This is an optimization exercise on Yosys and OpenROAD, whose aim is small area, a short achievable clock period and few clock cycles per item, not a production implementation.
Only simulation tests tie the RTL to the original design; equivalence was not proved.

==> inputs of 10-18 <==
Design evaluator, start of the top module:
module evaluator(
    input clk_i ,
    input rst_i ,
    input [7:0] a_bi ,
    input [7:0] b_bi ,
    input start_i ,
    output ready,
    output busy_o ,
    output reg [8:0] y_bo
);
    reg [1:0]  st;       
    wire       busy = st[0] | st[1];
    reg [4:0]  top;      
    reg        c12;      
    reg [11:0] nlo;      
    reg [6:0]  rem;      
    reg [7:0]  u;        
    wire [16:0] t0, t1;
    summator sq_sum(.a1(a_bi), .b1(b_bi), .res0(t0), .res1(t1));
    wire [12:0] lo_sum = t0[11:0] + t1[11:0];
    always @(posedge clk_i) begin
        top <= t0[16:12] + t1[16:12];
        c12 <= lo_sum[12];
        nlo <= lo_sum[11:0];
    end
    wire [2:0] yt;
    wire [3:0] rt;
    wire       pos, zero;
    wire [2:0] e1, e0;
    assign yt[0] = (c12 & ~top[2] & top[3]) | (~c12 & top[0] & top[3]) | (~top[0] & top[2] & top[3]) | (~c12 & top[1] & ~top[2] & ~top[4]) | (top[0] & ~top[1] & top[3]) | (c12 & ~top[0] & ~top[2] & ~top[4]) | (top[0] & ~top[1] & ~top[2] & ~top[4]) | (top[1] & ~top[2] & top[3]);
  ...
clock: 4.0 ns
lec_check: 0
cap_margin: 20
core_margin: 2
core_utilization: 60
gpl_timing_driven: 0
setup_slack_margin: 0.2
slew_margin: 20
run.sh (not shown) runs the stock make flow with config.mk's settings and CLKGATE_MAP_FILE= SYNTH_SCRIPT=/design/flow/synth_recipe.tcl, a recipe that flattens the netlist after the stock synthesis.
==> 07-16: changes against 10-18 <==
--- a/flow/design.v
+++ b/flow/design.v
@@ -173,69 +173,41 @@
     assign t164 = (t117 & t138) | (t117 & t139) | (t138 & t139);
     assign t165 = t118 ^ t140 ^ t141;
     assign t166 = (t118 & t140) | (t118 & t141) | (t140 & t141);
     assign t167 = t71 ^ t72 ^ t142;
     assign t168 = (t71 & t72) | (t71 & t142) | (t72 & t142);
 endmodule
-module sqrt #(parameter RW = 5, parameter YW = 4, parameter UW = 6, parameter W = 10) (
+module sqrt #(parameter RW = 4, parameter YW = 3) (
     input  [RW-1:0] rem_i,
     input  [YW-1:0] y_i,
-    input  [UW-1:0] u_i,
-    input  [3:0]    q_i,
-    output [1:0]    d_o,
-    output [W-2:0]  rem_o
+    input  [1:0]    x_i,
+    output [RW:0]   rem_o,
+    output          bit_o
 );
-    wire [W-1:0] r  = {{(W-RW-4){1'b0}}, rem_i, q_i};
-    wire [W-1:0] d1 = r - {{(W-YW-3){1'b0}}, y_i, 3'b001};
-    wire [W-1:0] d2 = r - {{(W-YW-4){1'b0}}, y_i, 4'b0100};
-    wire [W-1:0] d3 = r - {{(W-UW-3){1'b0}}, u_i, 3'b001};
-    wire ge1 = ~d1[W-1];
-    wire ge2 = ~d2[W-1];
-    wire ge3 = ~d3[W-1];
-    assign d_o   = ge3 ? 2'd3 : ge2 ? 2'd2 : ge1 ? 2'd1 : 2'd0;
-    assign rem_o = ge3 ? d3[W-2:0] : ge2 ? d2[W-2:0] : ge1 ? d1[W-2:0] : r[W-2:0];
-endmodule
-module sqrt_last #(parameter RW = 7, parameter YW = 6, parameter UW = 8, parameter W = 12) (
-    input  [RW-1:0] rem_i,
-    input  [YW-1:0] y_i,
-    input  [UW-1:0] u_i,
-    input  [5:0]    q_i,
-    output [2:0]    bits_o
-);
-    wire [W-1:0] r  = {{(W-RW-4){1'b0}}, rem_i, q_i[5:2]};
-    wire [W-1:0] d1 = r - {{(W-YW-3){1'b0}}, y_i, 3'b001};
-    wire [W-1:0] d2 = r - {{(W-YW-4){1'b0}}, y_i, 4'b0100};
-    wire [W-1:0] d3 = r - {{(W-UW-3){1'b0}}, u_i, 3'b001};
-    wire ge1 = ~d1[W-1];
-    wire ge2 = ~d2[W-1];
-    wire ge3 = ~d3[W-1];
-    wire [W+1:0] t0 = {r, q_i[1:0]}  - {{(W-YW-3){1'b0}}, y_i, 2'd0, 2'b01};
-    wire [W+1:0] t1 = {d1, q_i[1:0]} - {{(W-YW-3){1'b0}}, y_i, 2'd1, 2'b01};
-    wire [W+1:0] t2 = {d2, q_i[1:0]} - {{(W-YW-3){1'b0}}, y_i, 2'd2, 2'b01};
-    wire [W+1:0] t3 = {d3, q_i[1:0]} - {{(W-YW-3){1'b0}}, y_i, 2'd3, 2'b01};
-    assign bits_o = ge3 ? {2'd3, ~t3[W+1]} :
-                    ge2 ? {2'd2, ~t2[W+1]} :
-                    ge1 ? {2'd1, ~t1[W+1]} : {2'd0, ~t0[W+1]};
+    wire [RW+1:0] r = {rem_i, x_i};
+    wire [RW+2:0] t = {1'b0, r} - {{(RW-YW+1){1'b0}}, y_i, 2'b01};
+    assign bit_o = ~t[RW+2];
+    assign rem_o = bit_o ? t[RW:0] : r[RW:0];
 endmodule
 module evaluator(
     input clk_i ,
     input rst_i ,
     input [7:0] a_bi ,
     input [7:0] b_bi ,
     input start_i ,
     output ready,
     output busy_o ,
     output reg [8:0] y_bo
 );
-    reg [1:0]  st;       
-    wire       busy = st[0] | st[1];
+    reg        busy;
+    reg [1:0]  ph;       
     reg [4:0]  top;      
     reg        c12;      
     reg [11:0] nlo;      
-    reg [6:0]  rem;      
-    reg [7:0]  u;        
+    reg [7:0]  rem;      
+    reg [3:0]  xq;       
     wire [16:0] t0, t1;
     summator sq_sum(.a1(a_bi), .b1(b_bi), .res0(t0), .res1(t1));
     wire [12:0] lo_sum = t0[11:0] + t1[11:0];
     always @(posedge clk_i) begin
         top <= t0[16:12] + t1[16:12];
         c12 <= lo_sum[12];
@@ -261,52 +233,36 @@
     assign e0[1] = (c12 & top[1] & top[2] & ~top[3] & top[4]) | (top[0] & top[1] & top[2] & ~top[3] & top[4]) | (~c12 & ~top[0] & ~top[1] & ~top[2] & top[3] & top[4]) | (c12 & ~top[0] & top[1] & top[2] & top[3] & ~top[4]) | (~c12 & top[0] & top[1] & top[2] & top[3] & ~top[4]);
     assign e0[2] = 1'b0;
     wire [1:0] n5 = nlo[11:10];
     wire       b5 = pos | (zero & (n5 != 2'd0));
     wire [4:0] ra5 = !b5          ? {rt[2:0], n5} :
                      (n5 != 2'd0) ? {e1, n5 - 2'd1} : {e0, 2'b11};
-    wire [3:0] y5 = {yt, b5};
-    localparam [287:0] SIX = {6'd47, 6'd46, 6'd45, 6'd44, 6'd43, 6'd42,
-                              6'd41, 6'd40, 6'd39, 6'd38, 6'd37, 6'd36,
-                              6'd35, 6'd34, 6'd33, 6'd32, 6'd31, 6'd30,
-                              6'd29, 6'd28, 6'd27, 6'd26, 6'd25, 6'd24,
-                              6'd23, 6'd22, 6'd21, 6'd20, 6'd19, 6'd18,
-                              6'd17, 6'd16, 6'd15, 6'd14, 6'd13, 6'd12,
-                              6'd11, 6'd10, 6'd9,  6'd8,  6'd7,  6'd6,
-                              6'd5,  6'd4,  6'd3,  6'd2,  6'd1,  6'd0};
-    wire [35:0] six = SIX[yt * 36 +: 36];    
-    wire [5:0] u5  = b5 ? six[29:24] : six[11:6];
-    wire [5:0] u5m = b5 ? six[23:18] : six[5:0];
-    wire [5:0] u5p = b5 ? six[35:30] : six[17:12];
-    wire [1:0] da; wire [8:0] ra;
-    sqrt #(5, 4, 6, 10) step_a(.rem_i(ra5), .y_i(y5), .u_i(u5), .q_i(nlo[9:6]),
-                               .d_o(da), .rem_o(ra));
-    reg  [7:0] ua;
-    always @*
-        case (da)
-            2'd0: ua = {u5m, 2'b01};
-            2'd1: ua = {u5, 2'b00};
-            2'd2: ua = {u5, 2'b11};
-            default: ua = {u5p, 2'b10};
-        endcase
-    wire [2:0] bl;
-    sqrt_last #(7, 6, 8, 12) step_b(.rem_i(rem), .y_i(y_bo[5:0]), .u_i(u), .q_i(nlo[5:0]),
-                                    .bits_o(bl));
+    wire [5:0] ra4; wire b4;
+    sqrt #(5, 4) row4(.rem_i(ra5), .y_i({yt, b5}), .x_i(nlo[9:8]), .rem_o(ra4), .bit_o(b4));
+    wire [8:0] rb1; wire bb1;
+    wire [9:0] rb2; wire bb2;
+    sqrt #(8, 7) rowb1(.rem_i(rem), .y_i(y_bo[6:0]), .x_i(xq[3:2]), .rem_o(rb1), .bit_o(bb1));
+    sqrt #(9, 8) rowb2(.rem_i(rb1), .y_i({y_bo[6:0], bb1}), .x_i(xq[1:0]), .rem_o(rb2), .bit_o(bb2));
     assign busy_o = busy;
     assign ready  = ~busy;
     always @(posedge clk_i) begin
-        rem <= ra[6:0];
-        u   <= ua;
+        rem <= (ph == 2'd0) ? {2'b00, ra4} : rb2[7:0];
+        xq  <= (ph == 2'd0) ? nlo[7:4] : nlo[3:0];
     end
     always @(posedge clk_i)
         if (rst_i) begin
-            st   <= 2'd0;
+            busy <= 1'b0;
+            ph   <= 2'd0;
             y_bo <= 9'd0;
-        end else if (st[0]) begin
-            y_bo <= {3'd0, y5, da};
-            st   <= 2'd2;
-        end else if (st[1]) begin
-            y_bo <= {y_bo[5:0], bl};
-            st   <= 2'd0;
+        end else if (busy) begin
+            if (ph == 2'd0)
+                y_bo <= {4'd0, yt, b5, b4};
+            else
+                y_bo <= {y_bo[6:0], bb1, bb2};
+            if (ph == 2'd2) begin
+                ph   <= 2'd0;
+                busy <= 1'b0;
+            end else
+                ph <= ph + 2'd1;
         end else if (start_i)
-            st <= 2'd1;
+            busy <= 1'b1;
 endmodule
==> flow/config.mk (replaced) <==
export PLATFORM = sky130hd
export DESIGN_NAME = evaluator
export DESIGN_NICKNAME = evaluator
export VERILOG_FILES = /design/flow/design.v
export SDC_FILE = /design/flow/constraint.sdc
export NUM_CORES = 4
export LEC_CHECK = 0
export CAP_MARGIN = 20
export CORE_MARGIN = 2
export CORE_UTILIZATION = 40
export SLEW_MARGIN = 20
==> 12-07: changes against 10-18 <==
--- a/flow/design.v
+++ b/flow/design.v
@@ -173,76 +173,49 @@
     assign t164 = (t117 & t138) | (t117 & t139) | (t138 & t139);
     assign t165 = t118 ^ t140 ^ t141;
     assign t166 = (t118 & t140) | (t118 & t141) | (t140 & t141);
     assign t167 = t71 ^ t72 ^ t142;
     assign t168 = (t71 & t72) | (t71 & t142) | (t72 & t142);
 endmodule
-module sqrt #(parameter RW = 5, parameter YW = 4, parameter UW = 6, parameter W = 10) (
+module sqrt #(parameter RW = 4, parameter YW = 3) (
     input  [RW-1:0] rem_i,
     input  [YW-1:0] y_i,
-    input  [UW-1:0] u_i,
-    input  [3:0]    q_i,
-    output [1:0]    d_o,
-    output [W-2:0]  rem_o
+    input  [1:0]    x_i,
+    output [RW:0]   rem_o,
+    output          bit_o
 );
-    wire [W-1:0] r  = {{(W-RW-4){1'b0}}, rem_i, q_i};
-    wire [W-1:0] d1 = r - {{(W-YW-3){1'b0}}, y_i, 3'b001};
-    wire [W-1:0] d2 = r - {{(W-YW-4){1'b0}}, y_i, 4'b0100};
-    wire [W-1:0] d3 = r - {{(W-UW-3){1'b0}}, u_i, 3'b001};
-    wire ge1 = ~d1[W-1];
-    wire ge2 = ~d2[W-1];
-    wire ge3 = ~d3[W-1];
-    assign d_o   = ge3 ? 2'd3 : ge2 ? 2'd2 : ge1 ? 2'd1 : 2'd0;
-    assign rem_o = ge3 ? d3[W-2:0] : ge2 ? d2[W-2:0] : ge1 ? d1[W-2:0] : r[W-2:0];
-endmodule
-module sqrt_last #(parameter RW = 7, parameter YW = 6, parameter UW = 8, parameter W = 12) (
-    input  [RW-1:0] rem_i,
-    input  [YW-1:0] y_i,
-    input  [UW-1:0] u_i,
-    input  [5:0]    q_i,
-    output [2:0]    bits_o
-);
-    wire [W-1:0] r  = {{(W-RW-4){1'b0}}, rem_i, q_i[5:2]};
-    wire [W-1:0] d1 = r - {{(W-YW-3){1'b0}}, y_i, 3'b001};
-    wire [W-1:0] d2 = r - {{(W-YW-4){1'b0}}, y_i, 4'b0100};
-    wire [W-1:0] d3 = r - {{(W-UW-3){1'b0}}, u_i, 3'b001};
-    wire ge1 = ~d1[W-1];
-    wire ge2 = ~d2[W-1];
-    wire ge3 = ~d3[W-1];
-    wire [W+1:0] t0 = {r, q_i[1:0]}  - {{(W-YW-3){1'b0}}, y_i, 2'd0, 2'b01};
-    wire [W+1:0] t1 = {d1, q_i[1:0]} - {{(W-YW-3){1'b0}}, y_i, 2'd1, 2'b01};
-    wire [W+1:0] t2 = {d2, q_i[1:0]} - {{(W-YW-3){1'b0}}, y_i, 2'd2, 2'b01};
-    wire [W+1:0] t3 = {d3, q_i[1:0]} - {{(W-YW-3){1'b0}}, y_i, 2'd3, 2'b01};
-    assign bits_o = ge3 ? {2'd3, ~t3[W+1]} :
-                    ge2 ? {2'd2, ~t2[W+1]} :
-                    ge1 ? {2'd1, ~t1[W+1]} : {2'd0, ~t0[W+1]};
+    wire [RW+1:0] r = {rem_i, x_i};
+    wire [RW+2:0] t = {1'b0, r} - {{(RW-YW+1){1'b0}}, y_i, 2'b01};
+    assign bit_o = ~t[RW+2];
+    assign rem_o = bit_o ? t[RW:0] : r[RW:0];
 endmodule
 module evaluator(
     input clk_i ,
     input rst_i ,
     input [7:0] a_bi ,
     input [7:0] b_bi ,
     input start_i ,
     output ready,
     output busy_o ,
     output reg [8:0] y_bo
 );
     reg [1:0]  st;       
-    wire       busy = st[0] | st[1];
+    wire       busy = (st != 2'd0);
+    wire       p1   = (st == 2'd1);
     reg [4:0]  top;      
     reg        c12;      
-    reg [11:0] nlo;      
-    reg [6:0]  rem;      
-    reg [7:0]  u;        
+    reg [11:8] nlo;      
+    reg [7:0]  rem;      
+    reg [3:0]  xq;       
     wire [16:0] t0, t1;
     summator sq_sum(.a1(a_bi), .b1(b_bi), .res0(t0), .res1(t1));
     wire [12:0] lo_sum = t0[11:0] + t1[11:0];
     always @(posedge clk_i) begin
         top <= t0[16:12] + t1[16:12];
         c12 <= lo_sum[12];
-        nlo <= lo_sum[11:0];
+        nlo <= lo_sum[11:8];
     end
     wire [2:0] yt;
     wire [3:0] rt;
     wire       pos, zero;
     wire [2:0] e1, e0;
     assign yt[0] = (c12 & ~top[2] & top[3]) | (~c12 & top[0] & top[3]) | (~top[0] & top[2] & top[3]) | (~c12 & top[1] & ~top[2] & ~top[4]) | (top[0] & ~top[1] & top[3]) | (c12 & ~top[0] & ~top[2] & ~top[4]) | (top[0] & ~top[1] & ~top[2] & ~top[4]) | (top[1] & ~top[2] & top[3]);
@@ -261,52 +234,31 @@
     assign e0[1] = (c12 & top[1] & top[2] & ~top[3] & top[4]) | (top[0] & top[1] & top[2] & ~top[3] & top[4]) | (~c12 & ~top[0] & ~top[1] & ~top[2] & top[3] & top[4]) | (c12 & ~top[0] & top[1] & top[2] & top[3] & ~top[4]) | (~c12 & top[0] & top[1] & top[2] & top[3] & ~top[4]);
     assign e0[2] = 1'b0;
     wire [1:0] n5 = nlo[11:10];
     wire       b5 = pos | (zero & (n5 != 2'd0));
     wire [4:0] ra5 = !b5          ? {rt[2:0], n5} :
                      (n5 != 2'd0) ? {e1, n5 - 2'd1} : {e0, 2'b11};
-    wire [3:0] y5 = {yt, b5};
-    localparam [287:0] SIX = {6'd47, 6'd46, 6'd45, 6'd44, 6'd43, 6'd42,
-                              6'd41, 6'd40, 6'd39, 6'd38, 6'd37, 6'd36,
-                              6'd35, 6'd34, 6'd33, 6'd32, 6'd31, 6'd30,
-                              6'd29, 6'd28, 6'd27, 6'd26, 6'd25, 6'd24,
-                              6'd23, 6'd22, 6'd21, 6'd20, 6'd19, 6'd18,
-                              6'd17, 6'd16, 6'd15, 6'd14, 6'd13, 6'd12,
-                              6'd11, 6'd10, 6'd9,  6'd8,  6'd7,  6'd6,
-                              6'd5,  6'd4,  6'd3,  6'd2,  6'd1,  6'd0};
-    wire [35:0] six = SIX[yt * 36 +: 36];    
-    wire [5:0] u5  = b5 ? six[29:24] : six[11:6];
-    wire [5:0] u5m = b5 ? six[23:18] : six[5:0];
-    wire [5:0] u5p = b5 ? six[35:30] : six[17:12];
-    wire [1:0] da; wire [8:0] ra;
-    sqrt #(5, 4, 6, 10) step_a(.rem_i(ra5), .y_i(y5), .u_i(u5), .q_i(nlo[9:6]),
-                               .d_o(da), .rem_o(ra));
-    reg  [7:0] ua;
-    always @*
-        case (da)
-            2'd0: ua = {u5m, 2'b01};
-            2'd1: ua = {u5, 2'b00};
-            2'd2: ua = {u5, 2'b11};
-            default: ua = {u5p, 2'b10};
-        endcase
-    wire [2:0] bl;
-    sqrt_last #(7, 6, 8, 12) step_b(.rem_i(rem), .y_i(y_bo[5:0]), .u_i(u), .q_i(nlo[5:0]),
-                                    .bits_o(bl));
+    wire [5:0] ra4; wire b4;
+    sqrt #(5, 4) row4(.rem_i(ra5), .y_i({yt, b5}), .x_i(nlo[9:8]), .rem_o(ra4), .bit_o(b4));
+    wire [8:0] rb1; wire bb1;
+    wire [9:0] rb2; wire bb2;
+    sqrt #(8, 7) rowb1(.rem_i(rem), .y_i(y_bo[6:0]), .x_i(xq[3:2]), .rem_o(rb1), .bit_o(bb1));
+    sqrt #(9, 8) rowb2(.rem_i(rb1), .y_i({y_bo[6:0], bb1}), .x_i(xq[1:0]), .rem_o(rb2), .bit_o(bb2));
     assign busy_o = busy;
     assign ready  = ~busy;
     always @(posedge clk_i) begin
-        rem <= ra[6:0];
-        u   <= ua;
+        rem <= p1 ? {2'b00, ra4} : rb2[7:0];
+        xq  <= p1 ? lo_sum[7:4] : lo_sum[3:0];
     end
     always @(posedge clk_i)
         if (rst_i) begin
             st   <= 2'd0;
             y_bo <= 9'd0;
-        end else if (st[0]) begin
-            y_bo <= {3'd0, y5, da};
-            st   <= 2'd2;
-        end else if (st[1]) begin
-            y_bo <= {y_bo[5:0], bl};
-            st   <= 2'd0;
+        end else if (busy) begin
+            if (p1)
+                y_bo <= {3'd0, yt, b5, b4};
+            else
+                y_bo <= {y_bo[6:0], bb1, bb2};
+            st <= st + 2'd1;
         end else if (start_i)
             st <= 2'd1;
 endmodule
--- a/flow/config.mk
+++ b/flow/config.mk
@@ -6,8 +6,7 @@
 export NUM_CORES = 4
 export LEC_CHECK = 0
 export CAP_MARGIN = 20
 export CORE_MARGIN = 2
 export CORE_UTILIZATION = 60
 export GPL_TIMING_DRIVEN = 0
-export SETUP_SLACK_MARGIN = 0.2
 export SLEW_MARGIN = 20
==> flow_summary.ini <==
[hold_path]
hold_depth = 2

[synthesis]
yosysSeqAreaShare = 0.139

[cells_and_area]
final-seq-area_um2 = 662
buffers = 54

[route]
wl_met2_um = 5350
drtIter0Drc = 204

[outcome]
status = finished clean
-- figures above: 12-07

==> flow_summary.ini <==
[outcome]
status = finished clean

[route]
wl_met2_um = 7950
drtIter0Drc = 312

[hold_path]
hold_depth = 1
-- figures above: 10-18

==> flow_summary.ini <==
[cells_and_area]
buffers = 75

[outcome]
status = finished clean

[route]
wl_met2_um = 5150
drtIter0Drc = 195

[hold_path]
hold_depth = 2
-- figures above: 07-16

Testbench counts of 10-18, summed over its fixed seeds: cycles 4,808, items 1,600.
Testbench counts of 07-16, summed over its fixed seeds: cycles 6,408, items 1,600.
Testbench counts of 12-07, summed over its fixed seeds: cycles 6,408, items 1,600.

[afterwards: timing with drivers on the ports]
The results above use ideal ports. As a check the final layouts listed here were re-extracted and re-timed, cells and wires unchanged.
Step 1 assumes that a clkbuf_16 drives the clock port and a buf_2 every other input.
Step 2, shift: input delay + t, output delay - t, t = (earliest + latest rising clock arrival at the registers) / 2. This alone moves slack from input paths to output paths.
a / b / c = no drivers / after step 1 / after step 2; a / b = the first two.
run	shift t [ns]	setup WS [ns]	worst data-port slew with drivers (ns)
10-18	0.342	0.264 / 0.264 / 0.024	0.04
07-16	0.318	0.125 / 0.147 / -0.171	0.03
12-07	0.308	0.153 / 0.161 / -0.147	0.03
Met with ideal ports but missed after step 2: setup timing in 07-16 and 12-07. For 12-07, which loses most, drivers alone change the setup slack by +0.008 ns; drivers and shift together by -0.300 ns.
